This is an optimization exercise on Yosys and OpenROAD, whose aim is small area, not a production implementation. In this exercise RTL edits were held to simulation tests only and were not proved equivalent to the original. Power is estimated from default activity; no workload was simulated. The flow treats the clock pin as an ideal source, which a real chip does not have.

## tundra
// DIV
module DIV(
    input  wire        clk,
    input  wire        reset,
    input  wire        flush,
    input  wire        CE_in,
    input  wire        ex_valid_ns,
    input  wire        wb_allin,
    input  wire [31:0] dividend_in,
    input  wire [31:0] divisor_in,
    input  wire [5:0]  is_op,
    output reg  [31:0] quotient_out,
    output reg  [31:0] remainder_out,
    output reg         CE_out
);
Settings: LEC_CHECK=0, CAP_MARGIN=20, CORE_MARGIN=2, CORE_UTILIZATION=60, CTS_BUF_LIST=sky130_fd_sc_hd__clkbuf_16, CTS_CLUSTER_DIAMETER=180, CTS_CLUSTER_SIZE=30, SLEW_MARGIN=20, SYNTH_HIERARCHICAL=1; clock period 12.0 ns.
standard.sh (not shown) runs the stock make flow with config.mk's settings and CLKGATE_MAP_FILE= SYNTH_SCRIPT=/design/flow/synth_recipe.tcl, a recipe that flattens the netlist after the stock synthesis.
==> flow/flow/run.sh <==
#!/bin/bash
# Standard layout, with the port buffers made from the smallest buffer cell.
set -e
cp standard.sh standard.sh.txt
export BUFFER_PORTS_ARGS="-buffer_cell sky130_fd_sc_hd__buf_1"
bash standard.sh > standard.log 2>&1
Changes in maple relative to tundra:
--- a/flow/config.mk
+++ b/flow/config.mk
@@ -10 +10 @@
-export CORE_UTILIZATION = 60
+export CORE_UTILIZATION = 50
@@ -12,2 +12,2 @@
-export CTS_CLUSTER_DIAMETER = 180
-export CTS_CLUSTER_SIZE = 30
+export CTS_CLUSTER_DIAMETER = 190
+export CTS_CLUSTER_SIZE = 32
==> results.txt <==
Count of plain and timing-repair buffers in the layout (maple vs. tundra) decreases by a few percent. tundra -> maple: cell count after placement increased by a few percent. Diff tundra -> maple | total power consumption of the routed design | down slightly. Of maple and tundra, tundra shows the higher global-route met3 utilization, with maple below it. Site row count in maple is about 9% above tundra.
The following lists how indigo was set up differently from maple:
--- a/flow/config.mk
+++ b/flow/config.mk
@@ -8 +8 @@
-export CAP_MARGIN = 20
+export CAP_MARGIN = 0
@@ -10 +10 @@
-export CORE_UTILIZATION = 50
+export CORE_UTILIZATION = 60
@@ -14 +14 @@
-export SLEW_MARGIN = 20
+export SLEW_MARGIN = 0
### Flow results
indigo finished end to end and its layout was clean on timing, DRC and antenna.
Switching share of power was higher in maple than in indigo.
Side by side, share of the core filled with cells in the final layout turned out higher in indigo than in maple.
Going from maple to indigo, the share of power burned in registers was found to have gone up by 0.2 points.
Diff maple -> indigo | minimum period implied by the final worst setup slack | decrease of 0.12 ns
Where placed wire-length estimate is concerned, maple is outperformed by indigo.
Against maple, the final cell area of indigo is lower.
Against maple, indigo reports a sequential share of cell area that is higher.
Between maple and indigo, the flow reports routed via count increasing slightly.
Input changes introduced in quartz (baseline for comparison: indigo):
--- a/flow/config.mk
+++ b/flow/config.mk
@@ -8 +8 @@
-export CAP_MARGIN = 0
+export CAP_MARGIN = 20
@@ -10 +10 @@
-export CORE_UTILIZATION = 60
+export CORE_UTILIZATION = 70
@@ -12,3 +12,3 @@
-export CTS_CLUSTER_DIAMETER = 190
-export CTS_CLUSTER_SIZE = 32
-export SLEW_MARGIN = 0
+export CTS_CLUSTER_DIAMETER = 160
+export CTS_CLUSTER_SIZE = 26
+export SLEW_MARGIN = 20
==> results.txt <==
Final cell utilization of the core: quartz > indigo. Between indigo and quartz, time the worst path needs with I/O delays and setup is higher for quartz, indigo comes in under that. On post-synthesis to final-layout area growth, indigo and quartz are basically level. quartz: met2 layer wire length in the routed design about 14% above indigo. Number of instances in the placed design, quartz vs indigo: down by a few percent. quartz finished end to end and its layout was clean on timing, DRC and antenna. indigo ran to completion and came out clean on the timing, DRC and antenna checks. quartz gives less routed wire length on met3 than indigo did. Register bit total from synthesis: indigo vs quartz identical. On area of all placed cells without fillers, indigo and quartz are neck and neck.

---

Setup of v18:
DIV again, from the RTL that the note above started with.
export LEC_CHECK = 0
export CAP_MARGIN = 20
export CORE_MARGIN = 2
export CORE_UTILIZATION = 45
export CTS_BUF_LIST = sky130_fd_sc_hd__clkbuf_16
export CTS_CLUSTER_DIAMETER = 190
export CTS_CLUSTER_SIZE = 32
export PLACE_DENSITY = 0.9
export SLEW_MARGIN = 20
export SYNTH_HIERARCHICAL = 1
create_clock -name core_clock -period 12.0 [get_ports {clk}]
Scripts as last shown in full above: flow/flow/run.sh
v18 went all the way through synthesis, placement and routing and the layout is clean on timing, DRC and antenna.
[inputs] v57 vs v18
- changing CORE_UTILIZATION from 45 to 50
- changing PLACE_DENSITY from 0.9 to 0.8
--- outcome ---
Worst-path maximum fanout ended up 23 lower on v57 than on v18.
As far as netlist area before placement goes, v18 and v57 are indistinguishable; the numbers are identical.
Between v18 and v57, the flow reports total via count after detailed routing decreasing slightly.
Power for v57 is lower than for v18.
Edits applied to the flow inputs when going from v57 to v41:
- a change of CORE_UTILIZATION from 50 to 55
## What came out
v41 finished all stages; the layout is clean.
Per the comparison of v41 with v57, buffers plus inverters on the worst setup path +1; post-DP HPWL +about 0.5%; critical path data required time -0.06 ns; upper clock frequency limit +0.89%.
The inputs of v45 differ from those of v41 as listed below.
- CORE_UTILIZATION now 60, was 55
- CTS_BUF_LIST now sky130_fd_sc_hd__clkbuf_8 sky130_fd_sc_hd__clkbuf_16, was sky130_fd_sc_hd__clkbuf_16
- PLACE_DENSITY no longer set, was 0.8
Results
| smallest hold slack | lower: v41 |
Against v41, peak ir drop on the vdd network in v45 came out worse.
Compared v45 against v41; share of total power consumed by net switching within noise.
Compared with v41, in v45 post-placement worst setup slack rose by 0.14 ns; die span in x fell by 4.2%; global placer's final weighted congestion stayed essentially flat.
Against v41, v45 reports a global-route usage that is higher.

---

## JK
DIV, a different RTL version from the one above (not shown whole).
Size: roughly 4,200 cells after synthesis, ~1,400 flip-flops, about 140 I/O pins.
clock: 12.0 ns
lec_check: 0
cap_margin: 20
core_margin: 2
core_utilization: 70
cts_buf_list: sky130_fd_sc_hd__clkbuf_16
cts_cluster_diameter: 140
cts_cluster_size: 23
slew_margin: 20
synth_hierarchical: 1
run.sh (not shown) runs the stock make flow with config.mk's settings and CLKGATE_MAP_FILE= SYNTH_SCRIPT=/design/flow/synth_recipe.tcl, a recipe that flattens the netlist after the stock synthesis.
Stock flow here: none of the scripts above is used.
JK finished every step from synthesis to the final layout, and the layout passed the timing, DRC and antenna checks.
Here is what was changed in the inputs of MS compared with JK.
==> flow/flow/run.sh (new file) <==
#!/bin/bash
# Standard layout, with the port buffers made from the smallest buffer cell.
set -e
cp standard.sh standard.sh.txt
export BUFFER_PORTS_ARGS="-buffer_cell sky130_fd_sc_hd__buf_1"
bash standard.sh > standard.log 2>&1
==> flow/standard.sh (new file) <==
#!/bin/bash
# synth_recipe.tcl (not shown) runs the flow's synth.tcl, then flattens the netlist and writes it again
# the make line also repeats each setting of config.mk as NAME=value (left out here)
make -C /OpenROAD-flow-scripts/flow DESIGN_CONFIG=/design/flow/config.mk WORK_HOME=/design/flow/orfs CLKGATE_MAP_FILE= SYNTH_SCRIPT=/design/flow/synth_recipe.tcl "${@:-finish}"
--- a/flow/config.mk
+++ b/flow/config.mk
@@ -8,8 +8,8 @@
 export CAP_MARGIN = 20
 export CORE_MARGIN = 2
-export CORE_UTILIZATION = 70
+export CORE_UTILIZATION = 60
 export CTS_BUF_LIST = sky130_fd_sc_hd__clkbuf_16
-export CTS_CLUSTER_DIAMETER = 140
-export CTS_CLUSTER_SIZE = 23
+export CTS_CLUSTER_DIAMETER = 190
+export CTS_CLUSTER_SIZE = 32
 export SLEW_MARGIN = 20
 export SYNTH_HIERARCHICAL = 1
removed: flow/run.sh
Results
Any difference in area after synthesis between MS and JK is small enough to ignore.
MS and JK ended up with nearly the same largest stage delay on the critical path.
MS vs JK, area growth from synthesis to layout went down by 1.9 points.
Compared with JK, in MS highest attainable clock frequency went down, final period utilization grew by 0.34 points, placeable core region moved up, via count of the routed design dropped 972.
Looking at number of buffers created by CTS, MS sits 21 lower than JK does.
[compare] base=JK new=MS: global-route usage over all layers lost 5.3 points, initial antenna violation count +3.
Result: PASS for each of MS and JK
Looking at time the worst path needs with I/O delays and setup, MS sits 0.041 ns higher than JK does.

---

Setup of try-onyx:
Starting RTL as in the previous note.
## DIV
module DIV(
    input  wire        clk,
    input  wire        reset,
    input  wire        flush,
    input  wire        CE_in,
    input  wire        ex_valid_ns,
    input  wire        wb_allin,
    input  wire [31:0] dividend_in,
    input  wire [31:0] divisor_in,
    input  wire [5:0]  is_op,
    output reg  [31:0] quotient_out,
    output reg  [31:0] remainder_out,
    output reg         CE_out
);
export LEC_CHECK = 0
export CAP_MARGIN = 20
export CORE_MARGIN = 2
export CORE_UTILIZATION = 70
export CTS_BUF_LIST = sky130_fd_sc_hd__clkbuf_16
export CTS_CLUSTER_DIAMETER = 140
export CTS_CLUSTER_SIZE = 23
export SLEW_MARGIN = 20
export SYNTH_HIERARCHICAL = 1
create_clock -name core_clock -period 12.0 [get_ports {clk}]
standard.sh (not shown) runs the stock make flow with config.mk's settings and CLKGATE_MAP_FILE= SYNTH_SCRIPT=/design/flow/synth_recipe.tcl, a recipe that flattens the netlist after the stock synthesis.
==> flow/flow/run.sh <==
#!/bin/bash
# Standard layout, with the port buffers made from the smallest buffer cell.
set -e
cp standard.sh standard.sh.txt
export BUFFER_PORTS_ARGS="-buffer_cell sky130_fd_sc_hd__buf_1"
bash standard.sh > standard.log 2>&1
try-onyx went all the way through synthesis, placement and routing and the layout is clean on timing, DRC and antenna.
## Diff of input files: try-harbor against try-onyx
Settings: CTS_CLUSTER_SIZE now 26, was 23; CTS_CLUSTER_DIAMETER now 160, was 140; ABC_AREA now 1, previously not set.
## What came out
Full die area: try-harbor vs try-onyx up about 46%
Relative to try-onyx, share of synthesized area occupied by flip-flops and latches has decreased by 17 points in try-harbor.
NOTE: final cell count without fillers in try-harbor exceeds that of try-onyx
The largest cell class by area comes out registers in one run and multi-input gates in the other, namely in try-onyx and try-harbor respectively.
In the tables for try-onyx and try-harbor, synthesized-area fraction occupied by and/or/nand/nor cells reads higher with try-harbor.
Compared with try-onyx, try-harbor shows a achievable frequency that is about 0.4% higher.
try-harbor vs try-onyx on total of plain and repair buffers excluding clock buffers: try-harbor is the lower one.
Diff try-onyx -> try-harbor: synthesis-to-finish area growth decreased by 1.8 points relative to the old numbers, clock network fraction of total power decreased by 2.9 points relative to the old numbers, worst setup margin increased by 0.048 ns relative to the old numbers.
Multi-input combinational cell area ended up about 22% higher on try-harbor than on try-onyx.
Relative to try-harbor, the following input files were edited for try-juniper:
Settings: clearing ABC_AREA, which used to be 1.
==> comparison <==
- Proportion of power drawn by combinational gates ended up 4.9 points lower on try-juniper than on try-harbor.
- Higher critical path depth among try-harbor and try-juniper: try-harbor
- After synthesis and placement, the instance count of try-juniper is below that of try-harbor.
- From try-harbor to try-juniper the numbers moved as follows: net count of the finished layout dropped 9,583; via count went down by 39,800; xor-xnor portion of the synthesized cell area went up 18 points.
- Between try-harbor and try-juniper, part of the power in the clock network is higher for try-juniper, try-harbor comes in under that.
- Going from try-harbor to try-juniper, post-route total power decreased about 7%, proportion of total power due to net switching shrank by 6.2 points, synthesized area per cell climbed about 120%.
Here is what was changed in the inputs of try-cedar compared with try-juniper.
Settings: CTS_CLUSTER_DIAMETER changed from 160 to 140; CTS_CLUSTER_SIZE changed from 26 to 23.
==> flow/flow/run.sh <==
#!/bin/bash
# Standard layout, with the port buffers made from the smallest buffer cell and
# non-critical gates downsized after global routing.
set -e
cp standard.sh standard.sh.txt
export BUFFER_PORTS_ARGS="-buffer_cell sky130_fd_sc_hd__buf_1"
export RECOVER_POWER=100
bash standard.sh > standard.log 2>&1
Notes after the runs:
Proportion of cell area occupied by multi-input gates: try-cedar < try-juniper
Compared try-cedar against try-juniper; area taken by flip-flops and latches within noise.
Comparing worst hold margin for try-juniper and try-cedar, the bigger number came from try-cedar.
On first-iteration DRC count: try-cedar sits below try-juniper.
Compared with try-juniper, try-cedar shows a higher utilization.
Taking try-juniper as the reference, in try-cedar area added between synthesis and finish went up 0.96 points, fraction of power consumed by combinational cells went down 0.4 points, overall power consumption went up about 3%, number of signal-net buffers in the layout went up about 3%.
try-cedar completed end to end with timing, DRC and antenna clean.
Setup changes, try-cedar to try-delta
Settings: CTS_CLUSTER_DIAMETER: 140 -> 160; CTS_CLUSTER_SIZE: 23 -> 26.
## What came out
- Cell area reported after detailed placement came out exactly the same in try-cedar and try-delta.
- Relative to try-cedar, the maximum frequency of try-delta is lower by about 0.9%.
- Between try-cedar and try-delta, the required time reported for the critical path endpoint does not differ in any meaningful way.

---

== v20 ==
DIV with an RTL version that a note above also has.
Size: roughly 4200 cells after synthesis, roughly 1400 flip-flops, roughly 140 I/O pins.
==> flow/design.v (excerpt) <==
module DIV(
    input  wire        clk,
    input  wire        reset,
    input  wire        flush,
    input  wire        CE_in,
    input  wire        ex_valid_ns,
    input  wire        wb_allin,
    input  wire [31:0] dividend_in,
    input  wire [31:0] divisor_in,
    input  wire [5:0]  is_op,
    output reg  [31:0] quotient_out,
    output reg  [31:0] remainder_out,
    output reg         CE_out
);
Settings: LEC_CHECK=0, CAP_MARGIN=20, CORE_MARGIN=2, CORE_UTILIZATION=55, CTS_BUF_LIST=sky130_fd_sc_hd__clkbuf_16, CTS_CLUSTER_DIAMETER=190, CTS_CLUSTER_SIZE=32, PLACE_DENSITY=0.9, SLEW_MARGIN=20, SYNTH_HIERARCHICAL=1; clock period 12.0 ns.
==> flow/flow/run.sh <==
#!/bin/bash
# Standard layout, with the port buffers made from the smallest buffer cell.
set -e
cp standard.sh standard.sh.txt
export BUFFER_PORTS_ARGS="-buffer_cell sky130_fd_sc_hd__buf_1"
bash standard.sh > standard.log 2>&1
Inputs modified between v20 and v17:
- GPL_ROUTABILITY_DRIVEN newly set to 0
- PLACE_DENSITY changed from 0.9 to 0.7
- CORE_UTILIZATION changed from 55 to 60
==> results.txt <==
Compared with v20, in v17 fraction of area in clock buffers and inverters flat; final worst hold slack down 5.5 ps. When v17 is set beside v20, its total non-filler cell area in the finished layout turns out to be 0.33% larger.

---

== job 4592 ==
Starting RTL as in the previous note.
==> flow/config.mk <==
export PLATFORM = sky130hd
export DESIGN_NAME = DIV
export DESIGN_NICKNAME = DIV
export VERILOG_FILES = /design/flow/design.v
export SDC_FILE = /design/flow/constraint.sdc
export NUM_CORES = 4
export LEC_CHECK = 0
export CAP_MARGIN = 20
export CORE_MARGIN = 2
export CORE_UTILIZATION = 60
export CTS_BUF_LIST = sky130_fd_sc_hd__clkbuf_16
export CTS_CLUSTER_DIAMETER = 190
export CTS_CLUSTER_SIZE = 32
export PLACE_DENSITY = 0.7
export SLEW_MARGIN = 20
export SYNTH_HIERARCHICAL = 1
==> flow/constraint.sdc <==
create_clock -name core_clock -period 12.0 [get_ports {clk}]
set_input_delay 2.4000 -clock core_clock [delete_from_list [all_inputs] [get_ports {clk}]]
set_output_delay 2.4000 -clock core_clock [all_outputs]
set_load 0.01 [all_outputs]
Scripts as last shown in full above: flow/flow/run.sh
Job 4592 reached the end of the flow, and the finished layout is clean on the timing, DRC and antenna checks.
--- input diff job 4592..job 9285 ---
- CORE_UTILIZATION: 60 -> 70
- PLACE_DENSITY: 0.7 -> unset
- CTS_CLUSTER_SIZE: 32 -> 30
- CTS_CLUSTER_DIAMETER: 190 -> 180
## What came out
Measured against each other, job 9285 and job 4592 differ in layout buffer count excluding clock buffers, the higher figure coming from job 9285. Diff job 9285 and job 4592: power lower in job 4592. Cell area reported after detailed placement shrinks slightly when moving from job 4592 to job 9285. Of job 9285 and job 4592, the run reporting the lower clock network fraction of design power was job 4592.
Relative to job 9285, the following input files were edited for job 5230:
- swapping 180 for 190 in CTS_CLUSTER_DIAMETER
- swapping 30 for 32 in CTS_CLUSTER_SIZE
- swapping 70 for 50 in CORE_UTILIZATION
- putting PLACE_DENSITY at 0.85 where nothing was set
Job 5230 has completed all stages; timing, DRC and antenna checks passed.
Compared with job 9285, overall power in job 5230 decreased slightly.
Compared to job 9285, job 5230 was floorplanned on a bigger die.
| sequential power | job 9285 vs job 5230 | ≈ equal |
Compared with job 9285, job 5230 shows a higher data required time at the worst endpoint.
Diff job 9285 -> job 5230: count of vias placed by the detailed router has decreased, count of multi-input gates essentially unchanged, area growth from synthesis to final layout was more or less identical, worst-margin pin slew rose 0.016 ns.
Peak supply drop (lower): job 9285
Delta (job 5230 minus job 9285): setup slack down 0.037 ns, power spent charging and discharging nets now smaller.
Edits applied to the flow inputs when going from job 5230 to job 9198:
- PLACE_DENSITY removed (was 0.85)
- CORE_UTILIZATION changed from 50 to 60
==> comparison <==
Compared with job 5230, placement density in the core of job 9198 is higher.
Of the two values seen for capturing instance or port of the critical path, r_s15[4] was produced by job 5230 and r_s14[27] by job 9198.
Looking at combinational cell power across job 9198 and job 5230, the one that comes out lower is job 5230.
In job 9198, the post-placement cell count came out about 3.4% below the value in job 5230.
First-iteration DRC count: job 9198 and job 5230 compared, higher one is job 9198
Looking at job 9198 and job 5230, the global placement routability congestion is a wash.
Power: job 9198 and job 5230 compared, higher one is job 9198
Looking at number of instances resized during post-cts repair, job 9198 sits 1 lower than job 5230 does.
On logic gate share of total power: between job 9198 and job 5230, it ends up lower for job 5230.

static timing again, ports no longer ideal:
Ports are ideal in the flow. The routed layouts listed here were re-timed in OpenROAD. Step 1 sets driving cells, clkbuf_16 on the clock port and buf_2 on the other inputs (assumed; they add their load-dependent delay and slew). Step 2, shift: input delay + t, output delay - t, t = (earliest + latest rising clock arrival at the registers) / 2. This alone moves slack from input paths to output paths. a / b / c = ideal ports / drivers / drivers and shift; a / b = the first two.
run	t, ns	setup slack, ns	hold WS [ns]	worst data-port slew with drivers (ns)	pins driven straight from the clock port
tundra	0.702	0.743 / 0.743 / 0.743	0.313 / 0.313 / 0.313	0.06	1
maple	0.738	0.739 / 0.739 / 0.739	0.309 / 0.309 / 0.309	0.07	1
indigo	0.705	0.856 / 0.856 / 0.856	0.317 / 0.317 / 0.317	0.06	1
quartz	0.716	0.515 / 0.515 / 0.515	0.315 / 0.315 / 0.315	0.05	1
v18	0.729	0.680 / 0.680 / 0.680	0.316 / 0.316 / 0.316	0.04	1
v57	0.712	0.479 / 0.479 / 0.479	0.317 / 0.317 / 0.317	0.05	1
v41	0.702	0.580 / 0.580 / 0.580	0.310 / 0.310 / 0.310	0.04	1
v45	0.705	0.856 / 0.856 / 0.856	0.317 / 0.317 / 0.317	0.06	1
JK	0.696	0.479 / 0.479 / 0.479	0.317 / 0.317 / 0.317	0.06	1
MS	0.706	0.438 / 0.438 / 0.438	0.319 / 0.319 / 0.319	0.05	1
try-onyx	0.714	0.513 / 0.513 / 0.513	0.319 / 0.319 / 0.319	0.05	1
try-harbor	0.794	0.562 / 0.562 / 0.562	0.323 / 0.323 / 0.323	0.04	1
try-juniper	0.742	0.407 / 0.407 / 0.407	0.314 / 0.314 / 0.314	0.05	1
try-cedar	0.714	0.513 / 0.513 / 0.513	0.319 / 0.319 / 0.319	0.05	1
try-delta	0.742	0.407 / 0.407 / 0.407	0.314 / 0.314 / 0.314	0.05	1
v20	0.704	0.620 / 0.620 / 0.620	0.317 / 0.317 / 0.317	0.04	1
v17	0.710	0.895 / 0.895 / 0.895	0.312 / 0.312 / 0.312	0.07	1
job 4592	0.710	0.895 / 0.895 / 0.895	0.312 / 0.312 / 0.312	0.07	1
job 9285	0.712	0.480 / 0.480 / 0.480	0.322 / 0.322 / 0.322	0.05	1
job 5230	0.710	0.443 / 0.443 / 0.443	0.316 / 0.316 / 0.316	0.04	1
job 9198	0.705	0.856 / 0.856 / 0.856	0.317 / 0.317 / 0.317	0.06	1
After both steps every run listed still meets setup and hold.
